Context: an optimization exercise on an open-source flow, tuned for small area. The choices shown serve that exercise and are no tape-out recipe.
Function was checked by simulation only, so behaviour that the tests miss may differ from the original.
Power is estimated from default activity; no workload was simulated.

### run.sh
#!/bin/bash
# synth_recipe.tcl (not shown) runs the flow's synth.tcl, then flattens the netlist and writes it again
# the make line also repeats each setting of config.mk as NAME=value (left out here)
make -C /OpenROAD-flow-scripts/flow DESIGN_CONFIG=/design/flow/config.mk WORK_HOME=/design/flow/orfs CLKGATE_MAP_FILE= SYNTH_SCRIPT=/design/flow/synth_recipe.tcl finish
### config.mk
export PLATFORM = sky130hd
export DESIGN_NAME = wb_slave
export DESIGN_NICKNAME = wb_slave
export VERILOG_FILES = /design/flow/design.v
export SDC_FILE = /design/flow/constraint.sdc
export NUM_CORES = 4
export LEC_CHECK = 0
export CAP_MARGIN = 20
export CORE_MARGIN = 2
export CORE_UTILIZATION = 40
export SLEW_MARGIN = 20
### constraint.sdc
create_clock -name core_clock -period 5.0 [get_ports {clk_i}]
set_input_delay 1.0000 -clock core_clock [delete_from_list [all_inputs] [get_ports {clk_i}]]
set_output_delay 1.0000 -clock core_clock [all_outputs]
set_load 0.01 [all_outputs]
### design.v
`default_nettype none
module wb_slave #(
	parameter ADDR_WIDTH = 16,
	parameter DATA_WIDTH = 32,
	parameter GRANULE = 8,
	parameter REGISTER_NUM = 16,
	localparam SEL_WIDTH = DATA_WIDTH / GRANULE
	) (
	input  wire rst_i,
	input  wire clk_i,
	input  wire [ADDR_WIDTH-1:0] adr_i,
	input  wire [DATA_WIDTH-1:0] dat_i,
	output reg  [DATA_WIDTH-1:0] dat_o,
	input  wire [SEL_WIDTH-1:0]  sel_i,
	input  wire we_i,
	input  wire stb_i,
	output wire ack_o,
	output wire err_o,
	output wire stall_o,
	input  wire cyc_i
	);
	localparam [1:0] STATE_IDLE = 2'd0;
	localparam [1:0] STATE_PROCESS = 2'd1;
	localparam [1:0] STATE_STALL = 2'd2;
	localparam [1:0] STATE_WAIT_FOR_PHASE_END = 2'd3;
	reg [DATA_WIDTH-1:0] register_value [0:REGISTER_NUM-1];
	reg [ADDR_WIDTH-1:0] r_adr_i;
	reg [DATA_WIDTH-1:0] r_dat_i;
	reg [SEL_WIDTH-1:0]  r_sel_i;
	reg r_we_i;
	reg ack;
	reg err;
	reg stall;
	reg [1:0] state;
	integer i;
	always @(posedge clk_i) begin
		if (rst_i) begin
			state <= STATE_IDLE;
			ack <= 1'h0;
			err <= 1'h0;
			stall <= 1'h0;
			for (i = 0; i < REGISTER_NUM; i = i + 1) begin
				register_value[i] <= {DATA_WIDTH{1'h0}};
			end
		end
		else begin
			case (state)
				STATE_IDLE: begin
					if (stb_i) begin
						state <= STATE_PROCESS;
						r_sel_i <= sel_i;
						r_adr_i <= adr_i;
						r_we_i <= we_i;
						ack <= 1'h0;
						err <= 1'h0;
						stall <= 1'h0;
						if (we_i) begin
							r_dat_i <= dat_i;
						end
					end
				end
				STATE_PROCESS: begin
					if (r_adr_i >= REGISTER_NUM) begin
						err <= 1'h1;
						ack <= 1'h0;
						stall <= 1'h0;
					end else begin
						for (i = 0; i < SEL_WIDTH; i = i + 1) begin
							if (r_sel_i[i]) begin
								if (r_we_i && r_adr_i != 16'h0008) begin
									register_value[r_adr_i][i*GRANULE+:GRANULE] <= r_dat_i[i*GRANULE+:GRANULE];
								end else if (!r_we_i && r_adr_i != 16'h0009) begin
									dat_o[i*GRANULE+:GRANULE] <= register_value[r_adr_i][i*GRANULE+:GRANULE];
								end
							end
						end
						ack <= 1'h1;
						err <= 1'h0;
					end
					if (stb_i) begin
						stall <= 1'h1;
						state <= STATE_STALL;
					end else begin
						state <= STATE_WAIT_FOR_PHASE_END;
					end
				end
				STATE_STALL: begin 
					stall <= 1'h0;
					ack   <= 1'h0;
					err   <= 1'h0;
					state <= STATE_PROCESS;
				end
				STATE_WAIT_FOR_PHASE_END: begin
					if (~stb_i) begin
						state <= STATE_IDLE;
						ack <= 1'h0;
						err <= 1'h0;
					end
				end
			endcase
		end
	end
	assign   ack_o = ack;
	assign   err_o = err;
	assign stall_o = stall;
endmodule
`default_nettype wire
==> results by group, run 1 <==
Drt
  – Initial drt markers: 1856
  – Antenna viol nets, final: 0
  – Final wirelength: 74990 µm
  – Routed vias: 17058
  – Via/cell ratio: 6.180
  – WL/cell: 27.17 µm
  – Drt first pass iters: 5
  – DR DRC count: 0

Die
  – Die Ht: 270.2 µm
  – Initial Util: 0.4047
  – IO Count: 92
  – Die width: 270.2 µm
  – Row count: 97
  – Core ar.: 70030 µm²
  – Die Area: 72990 µm²

GRT
  – GR Util All Layers: 0.2045
  – Global-route wire length before repair: 112500 µm
  – Total gr overflow: 0
  – Vias in the first global route: 17641
  – Largest net degree at the start of global routing: 104
  – Antenna violations before repair: 0

Setup path
  – WP data required: 5.30 ns
  – Critical Path AT: 3.77 ns
  – Startpoint Class: flip-flop
  – Setup crit end kind: flip-flop
  – Crit Path Category: reg2reg
  – Crit-path max FO: 54
  – Worst reg-to-reg path cell count: 7

Place
  – Routability cong.: 0.7794
  – Placed Area: 30460 µm²
  – Post-DP HPWL: 43990 µm
  – Port buffer count: 90

STA
  – Final Critical Period: 3.472 ns
  – Worst Max-Slew Pin Slew: 1.146 ns
  – TNS Setup: 0 ns
  – # setup viols final: 0
  – Slew Limit Fails: 0
  – Fmax: 288.1 MHz
  – Relative slew slack: 0.2326
  – Final Hold Fails: 0
  – RSZ-0062 raised after global routing: no
  – Clk_skew: 0.02378 ns
  – Fin crit share: 0.6943

Clocking
  – CTS resizes: 0
  – Quantity of hold-fixing buffers added after cts: 0
  – CTS tree: done
  – CTS Buffer Depth: 3
  – Clk Latency, worst-skew pair: 0.61 ns
  – Clock root buffer master: clkbuf_16
  – CTS Sinks: 606
  – Num CTS Buffers: 66
  – Clk slew on worst S/H paths: 0.06 ns
  – H-tree levels: 3
  – Post-CTS Repair Setup Buffers: 0

Flow run
  – Max Cap Violations: 0

Yosys
  – Post-synth cell types: 37
  – Register area share after synthesis: 0.6389
  – Yosys warning total: 1
  – Mapped Cells: 1744
  – Synthesized area: 28340 µm²
  – #FFs+latches synth: 606
  – Syn Area/Cell: 16.25 µm²

Cells and area
  – N_diodes: 0
  – Fin nets: 1831
  – Layout cells sized above 1: 0.3242
  – Fin util: 0.4656
  – Area Overhead vs Synth: 15.06%
  – Fill count: 6058
  – Design area: 32610 µm²

Power
  – Lkg Pwr: 9.856 nW
  – Max VDD drop: 0.0002740 V
  – Pwr Density: 348.6 nW/µm²

Hold path
  – Number of cells on the worst hold path: 2
  – Hold Crit Class: reg2reg

Run status
  – Status: no timing/DRC/antenna violations
-- sequential cells by signal, indices dropped and copies added, names as in the netlist, named ones only --
signal          cells
ack                 1
dat_o              32
err                 1
r_adr_i            16
r_dat_i            32
r_sel_i             4
r_we_i              1
register_value    512
stall               1
state               2
-- cell families after synthesis --
kind of cell / count (synthesis) / share of synthesized area
and+or+nand+nor: 604 / 0.1706
muxes: 132 / 0.1033
xor gates and xnor gates: 1 / 0.0003091
AOI/OAI and AO/OA: 132 / 0.03713
DFF: 606 / 0.6389
other: 1 / 0.0001323
buffers and inverters: 268 / 0.04958
-- cell usage after synthesis --
cell type | number | area, µm²
o41ai_1 | 56 | 490.5
o21ai_0 | 2 | 10.01
a21o_1 | 1 | 7.510
and2_1 | 3 | 18.77
and3_1 | 2 | 12.51
nor3_1 | 34 | 170.2
nor2b_1 | 12 | 75.07
conb_1 | 1 | 3.750
buf_6 | 44 | 495.5
nor4_4 | 1 | 21.27
nand4_1 | 6 | 37.54
nand2_1 | 78 | 292.8
xor2_1 | 1 | 8.760
a22oi_1 | 64 | 480.5
a21oi_1 | 2 | 10.01
and4bb_2 | 1 | 12.51
o31ai_1 | 4 | 30.03
inv_1 | 5 | 18.77
edfxtp_1 | 597 | 17930
nand3_1 | 7 | 35.03
or4b_1 | 1 | 10.01
nor2_1 | 3 | 11.26
nor4_2 | 202 | 2527
nor4b_2 | 1 | 15.01
clkbuf_1 | 158 | 593.1
or3b_2 | 1 | 8.760
nor4_1 | 248 | 1551
nor4b_1 | 4 | 35.03
buf_2 | 55 | 275.3
buf_1 | 5 | 18.77
mux2_2 | 4 | 45.04
mux4_2 | 128 | 2883
dfxtp_1 | 9 | 180.2
a311o_1 | 1 | 10.01
a31oi_1 | 1 | 6.260
clkinv_1 | 1 | 3.750
a211oi_1 | 1 | 7.510
-- routing by layer --
layer,part of all wire,global-route usage
met1,0.40,0.2621
met2,0.51,0.3525
met3,0.061,0.03325
met4,0.031,0.07051
met5,0,0
-- path summary, 6_finish.rpt --
path | start | end | slack (ns)
worst max-delay path | r_adr_i[14]$_DFFE_PP_ | register_value[0][13]$_SDFFCE_PN0P_ | 1.53
worst min-delay path | ack$_SDFFE_PP0P_ | ack$_SDFFE_PP0P_ | 0.49
worst max register to register | r_adr_i[14]$_DFFE_PP_ | register_value[0][13]$_SDFFCE_PN0P_ | 1.53
worst min register to register | ack$_SDFFE_PP0P_ | ack$_SDFFE_PP0P_ | 0.49
-- power by group --
group | switching (mW) | total, mW | internal [mW]
Sequential | 0.0854 | 5.84 | 5.75
Clock | 1.96 | 4.73 | 2.77
Combinational | 0.474 | 0.796 | 0.321
Total | 2.52 | 11.4 | 8.84
-- stage by stage --
step                hold WS (ns)  setup slack, ns  instances  power (mW)
floorplan                 0.4984           0.9348       1775       6.399
global placement          0.4849            1.526       2643       6.717
detailed placement        0.4822            1.430       2645       6.743
CTS                       0.4896            1.601       2759       11.46
global route              0.5195            1.408       2760       11.70
finish                    0.4862            1.528       2760       11.37
-- worst max-delay path, stage by stage, from the launching register on --
cell	delay [ns]
edfxtp_1	0.34
nor4_2	0.04
buf_4	0.15
nand2_4	0.58
buf_4	0.47
buf_4	0.67
buf_4	0.67
nor4_1	0.15
-- layout by cell type, fill, tap and decap left out, types with 15 or more instances in the layout --
cell type / netlist / layout
nor4_1: 248 / 248
a22oi_1: 64 / 64
clkbuf_16: 0 / 69
conb_1: 1 / 32
nor4_2: 202 / 202
clkbuf_1: 158 / 15
clkdlybuf4s50_1: 0 / 89
nand2_1: 78 / 71
edfxtp_1: 597 / 597
o41ai_1: 56 / 21
o41ai_2: 0 / 21
buf_4: 0 / 96
nor3_1: 34 / 34
mux4_2: 128 / 128
-- final cells by class --
class	count	area, µm²	share of cell area
clock buffer	84	1783	0.05468
clock inverter	30	270.3	0.008288
inverter	6	22.52	0.0006907
multi-input combinational	901	9489	0.2910
sequential	606	18110	0.5555
tap	940	1176	0.03607
timing repair buffer	193	1752	0.05372
==> run 2: changes to the inputs <==
==> design.v (replaced) <==
`default_nettype none
module wb_slave #(
	parameter ADDR_WIDTH = 16,
	parameter DATA_WIDTH = 32,
	parameter GRANULE = 8,
	parameter REGISTER_NUM = 16,
	localparam SEL_WIDTH = DATA_WIDTH / GRANULE
	) (
	input  wire rst_i,
	input  wire clk_i,
	input  wire [ADDR_WIDTH-1:0] adr_i,
	input  wire [DATA_WIDTH-1:0] dat_i,
	output reg  [DATA_WIDTH-1:0] dat_o,
	input  wire [SEL_WIDTH-1:0]  sel_i,
	input  wire we_i,
	input  wire stb_i,
	output wire ack_o,
	output wire err_o,
	output wire stall_o,
	input  wire cyc_i
	);
	localparam [1:0] STATE_IDLE = 2'd0;
	localparam [1:0] STATE_PROCESS = 2'd1;
	localparam [1:0] STATE_WAIT_FOR_PHASE_END = 2'd2;
	localparam [1:0] STATE_STALL = 2'd3;
	reg [DATA_WIDTH-1:0] register_value [0:REGISTER_NUM-1];
	reg [3:0] r_adr;
	reg r_oor;
	reg [1:0] state;
	integer i, b;
	wire idle = (state == STATE_IDLE);
	wire capture = idle & stb_i;
	wire in_range = (adr_i[ADDR_WIDTH-1:4] == 0);
	always @(posedge clk_i) begin
		if (idle) begin
			r_adr <= adr_i[3:0];
			r_oor <= ~in_range;
		end
	end
	always @(posedge clk_i) begin
		if (rst_i) begin
			state <= STATE_IDLE;
		end else begin
			case (state)
				STATE_IDLE:               if (stb_i) state <= STATE_PROCESS;
				STATE_PROCESS:            state <= stb_i ? STATE_STALL : STATE_WAIT_FOR_PHASE_END;
				STATE_STALL:              state <= STATE_PROCESS;
				STATE_WAIT_FOR_PHASE_END: if (~stb_i) state <= STATE_IDLE;
			endcase
		end
	end
	wire [DATA_WIDTH-1:0] wdata = dat_i & {DATA_WIDTH{~rst_i}};
	wire wr = capture & we_i & in_range;
	always @(posedge clk_i) begin
		for (i = 0; i < REGISTER_NUM; i = i + 1) begin
			if (i != 8 && i != 9) begin
				for (b = 0; b < SEL_WIDTH; b = b + 1) begin
					if (rst_i | (wr & (adr_i[3:0] == i) & sel_i[b]))
						register_value[i][b*GRANULE+:GRANULE] <= wdata[b*GRANULE+:GRANULE];
				end
			end
		end
	end
	always @(*) begin
		dat_o = {DATA_WIDTH{1'b0}};
		for (i = 0; i < REGISTER_NUM; i = i + 1)
			if (i != 8 && i != 9 && r_adr == i)
				dat_o = dat_o | register_value[i];
	end
	wire phase = state[1];
	assign   ack_o = phase & ~r_oor;
	assign   err_o = phase & r_oor;
	assign stall_o = (state == STATE_STALL);
endmodule
`default_nettype wire
==> run 2 against run 1 <==
  * First-iteration DRC count shrank 50%
  * Worst setup slack lost 1.1 ns
  * Flip-flop and latch count decreased by 151
  * Global-route usage down 2.1 points
  * Clock-buffer cell count down 17
  * Sequential power decreased by 21%
  * Final area down 36%
  * Synthesized cell count fell by 38%
  * Routed wire length down 43%
  * Clock power down 32%
  * Cell count fell by 35%
  * Critical path depth decreased by 1
  * Critical path type is now reg2out
  * Largest cell class unchanged
  * Largest power group unchanged
==> results by group, run 2 <==
Run status
  – Status: no timing/DRC/antenna violations

Power
  – Comb pwr share: 0.122
  – Sequential share of power: 0.517
  – Int Pwr: 6.816 mW
  – Pwr Density: 427.5 nW/µm²
  – Lkg Pwr: 6.862 nW
  – Clock share of power: 0.360
  – Psw: 2.112 mW
  – Sw Ratio: 0.2365
  – Max VDD drop: 0.0002091 V

Die
  – IO Count: 92
  – Core ar.: 44120 µm²
  – Die Ht: 215.1 µm
  – Die width: 215.1 µm
  – Row count: 77
  – Initial Util: 0.4039
  – Die Area: 46260 µm²

Drt
  – Antenna viol nets, final: 0
  – WL/cell: 23.93 µm
  – Final wirelength: 43000 µm
  – Drt first pass iters: 5
  – Via/cell ratio: 5.590
  – Routed vias: 10046
  – DR DRC count: 0
  – Initial drt markers: 930

STA
  – Fin crit share: 0.9117
  – Fmax: 219.4 MHz
  – Clk_skew: 0.01204 ns
  – Worst Max-Slew Pin Slew: 1.133 ns
  – Final Critical Period: 4.559 ns
  – # setup viols final: 0
  – Relative slew slack: 0.2429
  – TNS Setup: 0 ns
  – Final hold slack: 0.5435 ns
  – Slew Limit Fails: 0
  – RSZ-0062 raised after global routing: no
  – Final Hold Fails: 0

GRT
  – Vias in the first global route: 10014
  – Global-route wire length before repair: 63710 µm
  – GR Util All Layers: 0.1832
  – Total gr overflow: 0
  – Antenna violations before repair: 0
  – Largest net degree at the start of global routing: 65

Place
  – Port buffer count: 90
  – Post-DP HPWL: 26790 µm
  – Routability cong.: 0.7684
  – Placed Area: 19470 µm²

Cells and area
  – Design area: 20880 µm²
  – Fin nets: 1232
  – N_diodes: 0
  – Top reg by flops: register_value
  – Layout cells sized above 1: 0.1021
  – Area Overhead vs Synth: 17.19%
  – Max reg flops: 448
  – Commonest non-fill, non-tap cells in the layout: edfxtp_1 (453), a22oi_1 (160), clkdlybuf4s50_1 (89)
  – Largest registers: register_value (448), r_adr (4), state (2)
  – Most common cell after layout, fill and taps aside: edfxtp_1
  – Fill count: 3807

Setup path
  – CP cell instances: nor2b_4 -> and3b_1 -> buf_4 -> a221o_1 -> or4_1 -> clkdlybuf4s50_1
  – WP data required: 4.00 ns
  – Crit-path max FO: 17
  – Critical Path AT: 3.56 ns
  – Setup crit end kind: primary output
  – Slowest Stage Delay on Critical Path: 0.55 ns
  – Startpoint Class: flip-flop
  – Crit Path Category: reg2out
  – Worst path slowest cell: or4_1

Yosys
  – #FFs+latches synth: 455
  – Primary FF master, synth: edfxtp_1
  – Register area share after synthesis: 0.7656
  – Synth Area in Adders: 0.002808
  – Yosys warning total: 2
  – Xor/xnor share of the synthesized area: 0
  – Post-synth top cells: edfxtp_1 (453), a22oi_1 (160), nor2b_1 (70)
  – Mapped Cells: 1075
  – Synthesized area: 17820 µm²
  – Multiplexer share of the synthesized area: 0.01854
  – Synth Area in Simple Gates: 0.06017
  – Post-synth cell types: 33
  – Syn Area/Cell: 16.58 µm²
  – FFs w/ async S/R, synth: 0
  – Largest family of logic cells by synthesized area: compound AO/OA/AOI/OAI gates
  – Synth area leader: edfxtp_1
  – EDFF count, synth: 453
  – Post-synth top area share: 0.7633
  – Compound-Gate Fraction of Synth Area: 0.1327
  – Top-count cell post-synth: edfxtp_1
  – Synth top area cells: edfxtp_1 (76%), a22oi_1 (6.7%), nor2b_1 (2.5%), o22ai_1 (2.2%), o21bai_1 (2.1%)

Hold path
  – Hold Crit Class: reg2reg

Clocking
  – CTS Sinks: 455
  – Num CTS Buffers: 46
  – CTS tree: done
  – Quantity of hold-fixing buffers added after cts: 0
  – Clock root buffer master: clkbuf_16
  – Post-CTS Repair Setup Buffers: 0
  – CTS resizes: 0
  – H-tree levels: 2
  – CTS Buffer Depth: 3
  – Clk Latency, worst-skew pair: 0.55 ns
  – Clk slew on worst S/H paths: 0.06 ns

Flow run
  – Max Cap Violations: 0
-- run 2: worst max-delay path, delay by kind of cell (launching register included) --
kind | cells | cell delay [ns]
AOI/OAI and AO/OA | 1 | 0.36
buffers and inverters | 2 | 0.89
DFF | 1 | 0.53
and+or+nand+nor | 3 | 1.21
-- run 2: logic make-up after synthesis --
family	count (synthesis)
buffers and inverters	87
AOI/OAI and AO/OA	316
muxes	33
adders and majority gates	4
and+or+nand+nor	180
DFF	455
-- run 2: stage by stage --
step | worst slack, ns | utilization | total power, mW | instances
2_1_floorplan | 1.911 | - | 5.270 | 1075
3_3_place_gp | 1.024 | 0.4413 | 5.777 | 1715
3_5_place_dp | 0.8938 | 0.4413 | 5.804 | 1715
4_1_cts | 0.4178 | 0.4730 | 8.981 | 1797
5_1_grt | 0.3331 | 0.4733 | 9.230 | 1797
6_report | 0.4414 | 0.4733 | 8.928 | 1797
-- run 2: routing by layer --
layer | track usage | routed length [µm] | share of wire
met1 | 0.2565 | 18850 | 0.44
met2 | 0.2950 | 20510 | 0.48
met3 | 0.03609 | 2919 | 0.068
met5 | 0 | 0 | 0
met4 | 0.04621 | 722 | 0.017
-- run 2: cell type report --
cell class | count | area [µm²] | area share
tap | 592 | 740.7 | 0.03547
clock buffer | 67 | 1324 | 0.06339
multi-input combinational | 533 | 3864 | 0.1850
clock inverter | 15 | 77.57 | 0.003715
inverter | 3 | 11.26 | 0.0005392
timing repair buffer | 132 | 1224 | 0.05859
sequential | 455 | 13640 | 0.6533
-- run 2: worst paths after layout --
| path | from | slack (ns) | endpoint | cells past startpoint |
|---|---|---|---|---|
| setup reg to reg | state[1]$_SDFFE_PP0P_ | 1.96 | register_value[12][28]$_DFFE_PP_ | 7 |
| hold / removal | state[0]$_SDFFE_PP0P_ | 0.54 | state[0]$_SDFFE_PP0P_ | 2 |
| setup / recovery | r_adr[1]$_DFFE_PN_ | 0.44 | dat_o[2] | 6 |
| hold reg to reg | state[0]$_SDFFE_PP0P_ | 0.54 | state[0]$_SDFFE_PP0P_ | 2 |
-- run 2: power groups by stage --
stage / logic [mW] / clock network (mW) / registers (mW)
4_1_cts: 1.11 / 3.25 / 4.62
2_1_floorplan: 0.599 / 0 / 4.67
5_1_grt: 1.18 / 3.41 / 4.64
3_5_place_dp: 1.10 / 0 / 4.70
3_3_place_gp: 1.09 / 0 / 4.68
6_report: 1.09 / 3.22 / 4.62

separate check: timing with driven ports:
Ports are ideal in the flow. The routed layouts listed here were re-timed in OpenROAD.
Step 1: set_driving_cell puts a clkbuf_16 on clk_i and a buf_2 on each other input, an assumption about the parent block.
Step 2 times the ports against the registers' clock, not the clock port: input delays grow and output delays shrink by t, the midpoint of the rising clock arrivals with the driver on.
a / b / c = ideal ports / drivers / drivers and shift; a / b = the first two.
run | shift t [ns] | slack for setup (ns) | worst data-port slew with drivers (ns)
run 1 | 0.655 | 1.528 / 1.528 / 1.395 | 0.06
run 2 | 0.605 | 0.441 / 0.386 / 0.930 | 0.05
After both steps setup and hold are still met in every run listed. For run 1, which loses most, drivers alone change the setup slack by 0.000 ns; drivers and shift together by -0.133 ns.
